What follows belongs to an exercise in optimizing a design on an open flow for small area and a short achievable clock period; a production flow would make more cautious choices. At most, simulation tests tie the RTL to the original design; equivalence was not proved. Power is estimated from default activity; no workload was simulated.

==> module alu, before the edit <==
module alu (input [7:0] b, a,
            input [2:0] op,
            output reg [7:0] y);
wire       sub = op[0];
wire [7:0] bx  = b ^ {8{sub}};
wire [7:0] p0  = a ^ bx;
wire [7:0] g0  = a & bx;
wire [7:0] g1, p1, g2, p2, g3;
assign g1[0] = g0[0] | (p0[0] & sub);
assign p1[0] = 1'b0;
genvar i;
generate
    for (i = 1; i < 8; i = i + 1)
    begin : l1
        assign g1[i] = g0[i] | (p0[i] & (i == 1 ? g1[0] : g0[i-1]));
        assign p1[i] = p0[i] & p0[i-1];
    end
    for (i = 0; i < 8; i = i + 1)
    begin : l2
        if (i < 2)
        begin : lo
            assign g2[i] = g1[i];
            assign p2[i] = 1'b0;
        end
        else
        begin : hi
            assign g2[i] = g1[i] | (p1[i] & g1[i-2]);
            assign p2[i] = p1[i] & p1[i-2];
        end
    end
    for (i = 0; i < 8; i = i + 1)
    begin : l3
        if (i < 4)
        begin : lo
            assign g3[i] = g2[i];
        end
        else
        begin : hi
            assign g3[i] = g2[i] | (p2[i] & g2[i-4]);
        end
    end
endgenerate
wire [7:0] sum = p0 ^ {g3[6:0], sub};
wire [7:0] rsn = (|b[7:3]) ? 8'b0 : (a >> b[2:0]);
always @*
begin
    case (op)
        3'd0: y = a | b;
        3'd1: y = a & b;
        3'd2: y = ~a;
        3'd3: y = a ^ b;
        3'd4, 3'd5: y = sum;
        3'd6: y = b;
        default: y = rsn;
    endcase
end
endmodule
==> module control, before the edit <==
module control (input clk, reset, interrupt,
                input [7:0] datamem_data, datamem_address, usermem_data_in,
                input [7:0] read1, read2, alu_out,
                output [1:0] rsel1, rsel2, wsel,
                output we,
                output [7:0] wdata,
                output reg [7:0] usermem_address, usermem_data_out, pc_jmpaddr,
                output reg rw,
                output pc_jump, pc_freeze);
localparam S0   = 3'd0;   
localparam S1   = 3'd1;   
localparam S2J  = 3'd2;   
localparam S2S  = 3'd3;   
localparam S3   = 3'd4;   
localparam S4   = 3'd5;   
localparam S56  = 3'd6;   
reg [2:0] stage;
reg [7:0] sp;
reg [7:0] regdata;           
reg [3:0] ins;               
wire [7:0] dd = datamem_data;
wire [3:0] hi = dd[7:4];
wire s0  = (stage == S0);
wire s1  = (stage == S1);
wire s4  = (stage == S4);
wire s56 = (stage == S56);
wire run = !interrupt && !reset;
wire rst = !interrupt && reset;   
wire eq  = (read1 == read2);
wire op_alu  = !dd[7];
wire op_jmp  = (hi == 4'h9);
wire op_call = (hi == 4'ha);
wire op_b    = (hi == 4'hb);
wire op_rts  = op_b && dd[3:0] == 4'h0;
wire op_stsp = op_b && dd[3:0] == 4'h1;
wire op_pop  = op_b && dd[3:0] == 4'h2;
wire op_ldsp = op_b && dd[3:0] == 4'h4;
wire op_push = op_b && dd[3:0] == 4'h8;
wire op_ieq  = (hi == 4'hc);
wire op_ine  = (hi == 4'hd);
wire op_two  = dd[7] && !dd[4] && !dd[5] && !dd[6] || (hi == 4'he) || (hi == 4'hf);
wire ins_ld  = (ins[3:2] == 2'b00);
wire ins_st  = (ins[3:2] == 2'b10);
wire ins_lum = (ins[3:2] == 2'b11);
assign rsel1 = dd[3:2];
assign rsel2 = dd[1:0];
assign wsel  = s1 ? ins[1:0] : dd[1:0];
assign pc_jump   = (stage == S2J) || s4;
assign pc_freeze = s56;
assign we    = !interrupt && ((s0 && (op_alu || op_stsp)) || (s1 && !ins_st));
assign wdata = s1 ? (ins_ld ? dd : regdata) : (dd[7] ? sp : alu_out);
wire       sp_dec = dd[4] && !dd[3];         
wire [7:0] sp_x   = sp ^ {8{sp_dec}};    
wire [7:0] sp_t;
assign sp_t[0] = 1'b1;
genvar k;
generate
    for (k = 1; k < 8; k = k + 1)
    begin : spt
        assign sp_t[k] = sp_t[k-1] & sp_x[k-1];
    end
endgenerate
wire [7:0] sp_pm  = sp ^ sp_t;
always @(posedge clk)
begin
    ins <= {dd[5:4], dd[1:0]};
    if (!interrupt && s0)
        usermem_data_out <= (!dd[6] && !dd[4]) ? datamem_address : read1;
    if (interrupt || reset || (s0 && (op_jmp || op_call)) || s4)
        pc_jmpaddr <= interrupt ? 8'hfd : reset ? 8'h00 : s4 ? usermem_data_in : read2;
    if (rst || (run && ((s0 && (op_alu || op_stsp)) || (s1 && ins_ld) || s56)))
        regdata <= reset ? 8'h00 : s56 ? usermem_data_in : wdata;
    if (rst || (run && s0 && (op_call || op_rts || op_pop || op_push || op_ldsp)))
        sp <= reset ? 8'h00 : op_ldsp ? read1 : sp_pm;
    if (rst || (run && ((s0 && (op_call || op_rts || op_pop || op_push)) || (s1 && !ins_ld))))
        usermem_address <= reset ? 8'h00 : s1 ? dd : op_push ? sp_pm : sp;
    if (!interrupt)
        rw <= !reset && ((s0 && (op_call || op_push)) || (s1 && ins_st));
    if (interrupt || reset)
        stage <= S2J;
    else
        case (stage)
        S0:
            if (op_jmp || op_call)                stage <= S2J;
            else if (op_rts)                      stage <= S4;
            else if (op_pop)                      stage <= S56;
            else if ((op_ieq && eq) || (op_ine && !eq)) stage <= S3;
            else if (op_two)                      stage <= S1;
            else                                  stage <= S0;
        S1:  stage <= ins_lum ? S56 : S0;
        S3:  stage <= (hi <= 4'hd) ? S0 : S2S;
        S4:  stage <= S2J;
        default: stage <= S0;     
        endcase
end
endmodule
Settings: LEC_CHECK=0, CAP_MARGIN=20, CORE_MARGIN=2, CORE_UTILIZATION=40, CTS_BUF_LIST=sky130_fd_sc_hd__clkbuf_8, SETUP_SLACK_MARGIN=4.0, SLEW_MARGIN=20; clock period 8.5 ns.
standard.sh (not shown) runs the stock make flow with config.mk's settings and CLKGATE_MAP_FILE= SYNTH_SCRIPT=/design/flow/synth_recipe.tcl, a recipe that flattens the netlist after the stock synthesis.
==> flow/flow/run.sh <==
#!/bin/bash
# The standard layout (the standard.sh, unchanged synthesis), with the
# port buffers inserted as plain buf cells instead of the default delay
# buffer cell. ORFS writes each step's full log under orfs/logs; the make
# output goes to layout.log here.
set -euo pipefail
bash standard.sh "BUFFER_PORTS_ARGS=-buffer_cell sky130_fd_sc_hd__buf_2" finish > layout.log 2>&1
Change:
--- a/flow/design.v
+++ b/flow/design.v
@@ -3,44 +3,7 @@
             output reg [7:0] y);
 wire       sub = op[0];
 wire [7:0] bx  = b ^ {8{sub}};
-wire [7:0] p0  = a ^ bx;
-wire [7:0] g0  = a & bx;
-wire [7:0] g1, p1, g2, p2, g3;
-assign g1[0] = g0[0] | (p0[0] & sub);
-assign p1[0] = 1'b0;
-genvar i;
-generate
-    for (i = 1; i < 8; i = i + 1)
-    begin : l1
-        assign g1[i] = g0[i] | (p0[i] & (i == 1 ? g1[0] : g0[i-1]));
-        assign p1[i] = p0[i] & p0[i-1];
-    end
-    for (i = 0; i < 8; i = i + 1)
-    begin : l2
-        if (i < 2)
-        begin : lo
-            assign g2[i] = g1[i];
-            assign p2[i] = 1'b0;
-        end
-        else
-        begin : hi
-            assign g2[i] = g1[i] | (p1[i] & g1[i-2]);
-            assign p2[i] = p1[i] & p1[i-2];
-        end
-    end
-    for (i = 0; i < 8; i = i + 1)
-    begin : l3
-        if (i < 4)
-        begin : lo
-            assign g3[i] = g2[i];
-        end
-        else
-        begin : hi
-            assign g3[i] = g2[i] | (p2[i] & g2[i-4]);
-        end
-    end
-endgenerate
-wire [7:0] sum = p0 ^ {g3[6:0], sub};
+wire [7:0] sum = a + bx + {7'b0, sub};
 wire [7:0] rsn = (|b[7:3]) ? 8'b0 : (a >> b[2:0]);
 always @*
 begin
@@ -146,17 +109,7 @@
 assign we    = !interrupt && ((s0 && (op_alu || op_stsp)) || (s1 && !ins_st));
 assign wdata = s1 ? (ins_ld ? dd : regdata) : (dd[7] ? sp : alu_out);
 wire       sp_dec = dd[4] && !dd[3];         
-wire [7:0] sp_x   = sp ^ {8{sp_dec}};    
-wire [7:0] sp_t;
-assign sp_t[0] = 1'b1;
-genvar k;
-generate
-    for (k = 1; k < 8; k = k + 1)
-    begin : spt
-        assign sp_t[k] = sp_t[k-1] & sp_x[k-1];
-    end
-endgenerate
-wire [7:0] sp_pm  = sp ^ sp_t;
+wire [7:0] sp_pm  = sp + {{7{sp_dec}}, 1'b1};
 always @(posedge clk)
 begin
     ins <= {dd[5:4], dd[1:0]};
What happened:
- routed wire length goes up by 2.8%
- total power goes down by 1.1%
- count of clock-buffer cells in the layout does not change
- flip-flop and latch count stays the same
- die area goes up by 1.1%
- core utilization goes up by 0.20 points

cpu, a different RTL version from the one above (not shown whole).
Size: about 88 flip-flops, about 5900 sq um of cells after synthesis.
==> module ksadd, before the edit <==
module ksadd (input [7:0] a, b, input cin, output [7:0] s);
wire [7:0] p0 = a ^ b;
wire [7:0] g0 = a & b;
wire [7:0] g1, p1, g2, p2, g3;
assign g1[0] = g0[0] | (p0[0] & cin);
assign p1[0] = 1'b0;
genvar i;
generate
    for (i = 1; i < 8; i = i + 1)
    begin : l1
        assign g1[i] = g0[i] | (p0[i] & (i == 1 ? g1[0] : g0[i-1]));
        assign p1[i] = p0[i] & p0[i-1];
    end
    for (i = 0; i < 8; i = i + 1)
    begin : l2
        if (i < 2)
        begin : lo
            assign g2[i] = g1[i];
            assign p2[i] = 1'b0;
        end
        else
        begin : hi
            assign g2[i] = g1[i] | (p1[i] & g1[i-2]);
            assign p2[i] = p1[i] & p1[i-2];
        end
    end
    for (i = 0; i < 8; i = i + 1)
    begin : l3
        if (i < 4)
        begin : lo
            assign g3[i] = g2[i];
        end
        else
        begin : hi
            assign g3[i] = g2[i] | (p2[i] & g2[i-4]);
        end
    end
endgenerate
assign s = p0 ^ {g3[6:0], cin};
endmodule
==> module alu, before the edit <==
module alu (input [7:0] b, a,
            input [2:0] op,
            output reg [7:0] y);
wire [7:0] add, sub;
ksadd add0(a, b, 1'b0, add);
ksadd sub0(a, ~b, 1'b1, sub);
wire [7:0] rsn = (|b[7:3]) ? 8'b0 : (a >> b[2:0]);
always @*
begin
    case (op)
        3'd0: y = a | b;
        3'd1: y = a & b;
        3'd2: y = ~a;
        3'd3: y = a ^ b;
        3'd4: y = add;
        3'd5: y = sub;
        3'd6: y = b;
        default: y = rsn;
    endcase
end
endmodule
clock: 8.5 ns
lec_check: 0
cap_margin: 20
core_margin: 2
core_utilization: 55
cts_buf_list: sky130_fd_sc_hd__clkbuf_8
cts_cluster_size: 30
place_density: 0.8
setup_slack_margin: 4.3
slew_margin: 20
==> flow/flow/run.sh <==
#!/bin/bash
set -euo pipefail
W=$(pwd)
cat > "$W/flow_synth.tcl" <<EOT
proc abc {args} {
  set i [lsearch -exact \$args -script]
  if {\$i >= 0} { set args [lreplace \$args \$i [expr {\$i + 1}] -script $W/flow/abc.script] }
  puts "flow: abc \$args"
  yosys abc {*}\$args
}
source $W/synth_recipe.tcl
EOT
bash standard.sh "SYNTH_SCRIPT=$W/flow_synth.tcl" "ADDER_MAP_FILE=" \
  "BUFFER_PORTS_ARGS=-buffer_cell sky130_fd_sc_hd__buf_2" finish > layout.log 2>&1
==> flow/flow/abc.script <==
strash
dch
map -D 2000
topo
buffer -p
upsize -D 2000
dnsize -D 2000
stime -p
Edit:
--- a/flow/design.v
+++ b/flow/design.v
@@ -1,10 +1,14 @@
-module ksadd (input [7:0] a, b, input cin, output [7:0] s);
-wire [7:0] p0 = a ^ b;
-wire [7:0] g0 = a & b;
+module alu (input [7:0] b, a,
+            input [2:0] op,
+            output reg [7:0] y);
+wire       sub = op[0];
+wire [7:0] bx  = b ^ {8{sub}};
+wire [7:0] p0  = a ^ bx;
+wire [7:0] g0  = a & bx;
 wire [7:0] g1, p1, g2, p2, g3;
-assign g1[0] = g0[0] | (p0[0] & cin);
+assign g1[0] = g0[0] | (p0[0] & sub);
 assign p1[0] = 1'b0;
 genvar i;
 generate
     for (i = 1; i < 8; i = i + 1)
     begin : l1
@@ -34,28 +38,20 @@
         begin : hi
             assign g3[i] = g2[i] | (p2[i] & g2[i-4]);
         end
     end
 endgenerate
-assign s = p0 ^ {g3[6:0], cin};
-endmodule
-module alu (input [7:0] b, a,
-            input [2:0] op,
-            output reg [7:0] y);
-wire [7:0] add, sub;
-ksadd add0(a, b, 1'b0, add);
-ksadd sub0(a, ~b, 1'b1, sub);
+wire [7:0] sum = p0 ^ {g3[6:0], sub};
 wire [7:0] rsn = (|b[7:3]) ? 8'b0 : (a >> b[2:0]);
 always @*
 begin
     case (op)
         3'd0: y = a | b;
         3'd1: y = a & b;
         3'd2: y = ~a;
         3'd3: y = a ^ b;
-        3'd4: y = add;
-        3'd5: y = sub;
+        3'd4, 3'd5: y = sum;
         3'd6: y = b;
         default: y = rsn;
     endcase
 end
 endmodule
Critical path depth came out higher by 2.
Hold slack gets better by 0.015 ns.
Power decreases by 3.9%.
Clock-buffer cell count is unchanged.
Fmax went down by 0.40%.
Worst setup slack gets worse by 0.017 ns.
Sequential cell count stays the same.
Cell count shrinks by 0.72%.
Wire length fell by 9.2%.

cpu again, from the RTL that the note above started with.
==> module regfile, before the edit <==
module regfile (input clk, reset, we,
                input [1:0] wsel, rsel1, rsel2,
                input [7:0] wdata,
                output [7:0] read1, read2, v1, v2);
reg [7:0] r0, r1, r2, r3;
wire [7:0] d = reset ? 8'b0 : wdata;
always @(posedge clk)
begin
    if (reset || (we && wsel == 2'd0)) r0 <= d;
    if (reset || (we && wsel == 2'd1)) r1 <= d;
    if (reset || (we && wsel == 2'd2)) r2 <= d;
    if (reset || (we && wsel == 2'd3)) r3 <= d;
end
function [7:0] sel4(input [1:0] s, input [7:0] x0, x1, x2, x3);
    case (s)
        2'd0: sel4 = x0;
        2'd1: sel4 = x1;
        2'd2: sel4 = x2;
        default: sel4 = x3;
    endcase
endfunction
assign read1 = sel4(rsel1, r0, r1, r2, r3);
assign read2 = sel4(rsel2, r0, r1, r2, r3);
assign v1    = reset ? 8'b0 : r0;
assign v2    = reset ? 8'b0 : r1;
endmodule
==> module cpu, before the edit <==
module cpu(input clk, reset, interrupt,
           input [7:0] datamem_data, usermem_data_in,
           output [7:0] datamem_address, usermem_address, usermem_data_out,
           output rw,
           output [7:0] v1, v2);
    wire [1:0] rsel1, rsel2, wsel;
    wire [7:0] pc_jumpaddr, wdata, read1, read2, alu_out;
    wire we, pc_jump, pc_freeze;
    pc pc0(clk, reset, pc_jump, pc_freeze, pc_jumpaddr, datamem_address);
    regfile reg0(clk, reset, we, wsel, rsel1, rsel2, wdata, read1, read2, v1, v2);
    alu alu0(read1, read2, datamem_data[6:4], alu_out);
    control cntrl0(clk, reset, interrupt, datamem_data, datamem_address, usermem_data_in,
                   read1, read2, alu_out, rsel1, rsel2, wsel, we, wdata,
                   usermem_address, usermem_data_out, pc_jumpaddr, rw, pc_jump, pc_freeze);
endmodule
clock: 8.5 ns
lec_check: 0
cap_margin: 20
core_margin: 2
core_utilization: 55
cts_buf_list: sky130_fd_sc_hd__clkbuf_8
cts_cluster_size: 30
place_density: 0.8
setup_slack_margin: 4.3
slew_margin: 20
==> flow/flow/run.sh <==
#!/bin/bash
# The standard layout (the standard.sh) with two changes: the port
# buffers are plain buf cells instead of the default delay-buffer cell, and
# Yosys does not map adders to the library's fixed half/full-adder cells
# (ABC maps that logic with the rest). Registers are untouched. ORFS writes
# each step's full log under orfs/logs; make's output goes to layout.log.
set -euo pipefail
bash standard.sh "ADDER_MAP_FILE=" "BUFFER_PORTS_ARGS=-buffer_cell sky130_fd_sc_hd__buf_2" finish > layout.log 2>&1
==> next run, changes <==
--- a/flow/design.v
+++ b/flow/design.v
@@ -40,11 +40,12 @@
 endmodule
 module alu (input [7:0] b, a,
             input [2:0] op,
+            input b_big,         
             output reg [7:0] y);
 wire [7:0] add, sub;
 ksadd add0(a, b, 1'b0, add);
 ksadd sub0(a, ~b, 1'b1, sub);
-wire [7:0] rsn = (|b[7:3]) ? 8'b0 : (a >> b[2:0]);
+wire [7:0] rsn = b_big ? 8'b0 : (a >> b[2:0]);
 always @*
 begin
     case (op)
@@ -75,7 +76,8 @@
 module regfile (input clk, reset, we,
                 input [1:0] wsel, rsel1, rsel2,
                 input [7:0] wdata,
-                output [7:0] read1, read2, v1, v2);
+                output [7:0] read1, read2, v1, v2,
+                output read1_big);    
 reg [7:0] r0, r1, r2, r3;
 wire [7:0] d = reset ? 8'b0 : wdata;
 always @(posedge clk)
@@ -94,6 +96,8 @@
     endcase
 endfunction
 assign read1 = sel4(rsel1, r0, r1, r2, r3);
+wire [3:0] big = {|r3[7:3], |r2[7:3], |r1[7:3], |r0[7:3]};
+assign read1_big = big[rsel1];
 assign read2 = sel4(rsel2, r0, r1, r2, r3);
 assign v1    = reset ? 8'b0 : r0;
 assign v2    = reset ? 8'b0 : r1;
@@ -201,10 +205,10 @@
            output [7:0] v1, v2);
     wire [1:0] rsel1, rsel2, wsel;
     wire [7:0] pc_jumpaddr, wdata, read1, read2, alu_out;
-    wire we, pc_jump, pc_freeze;
+    wire we, pc_jump, pc_freeze, read1_big;
     pc pc0(clk, reset, pc_jump, pc_freeze, pc_jumpaddr, datamem_address);
-    regfile reg0(clk, reset, we, wsel, rsel1, rsel2, wdata, read1, read2, v1, v2);
-    alu alu0(read1, read2, datamem_data[6:4], alu_out);
+    regfile reg0(clk, reset, we, wsel, rsel1, rsel2, wdata, read1, read2, v1, v2, read1_big);
+    alu alu0(read1, read2, datamem_data[6:4], read1_big, alu_out);
     control cntrl0(clk, reset, interrupt, datamem_data, datamem_address, usermem_data_in,
                    read1, read2, alu_out, rsel1, rsel2, wsel, we, wdata,
                    usermem_address, usermem_data_out, pc_jumpaddr, rw, pc_jump, pc_freeze);
After rerunning: Routed wire length came out higher by 6.7%. Setup slack gains 49 ps. Flip-flop and latch count is unchanged. Clock power goes down by 6.5%. Cell count rises by 2.5%. Via count grows by 3.4%. Core utilization came out lower by 1.7 points. Hold slack gains 20 ps.
For the second run of this note, only the layout was checked, not whether the RTL still works.

[re-timing with driven ports]
No port has a modelled driver above. Below, the same layouts with a new extraction and two added sets of constraints. Step 1: set_driving_cell puts a clkbuf_16 on clk and a buf_2 on each other input, an assumption about the parent block. Step 2 adds t to the input delays and takes it off the output delays; t is the mean of the earliest and latest rising clock arrival at the registers after step 1. Input paths then give back, and output paths get back, about the clock's delay inside the block. Slacks: no drivers / after step 1 / after step 2; pairs: no drivers / after step 1.
run | t (ns) | setup WS [ns] | worst slew at a driven data input, ns
the first run of note 1 | 0.404 | 4.079 / 4.052 / 3.710 | 0.04
the second run of note 1 | 0.402 | 4.187 / 4.194 / 3.792 | 0.04
the first run of note 2 | 0.427 | 4.304 / 4.301 / 3.874 | 0.06
the second run of note 2 | 0.419 | 4.288 / 4.281 / 3.862 | 0.06
the first run of note 3 | 0.413 | 4.316 / 4.318 / 3.905 | 0.06
the second run of note 3 | 0.418 | 4.366 / 4.333 / 3.915 | 0.07
After both steps every run listed still meets setup and hold. The setup slack of the second run of note 3, which loses most, moves by -0.033 ns with the drivers and by -0.451 ns with both steps.
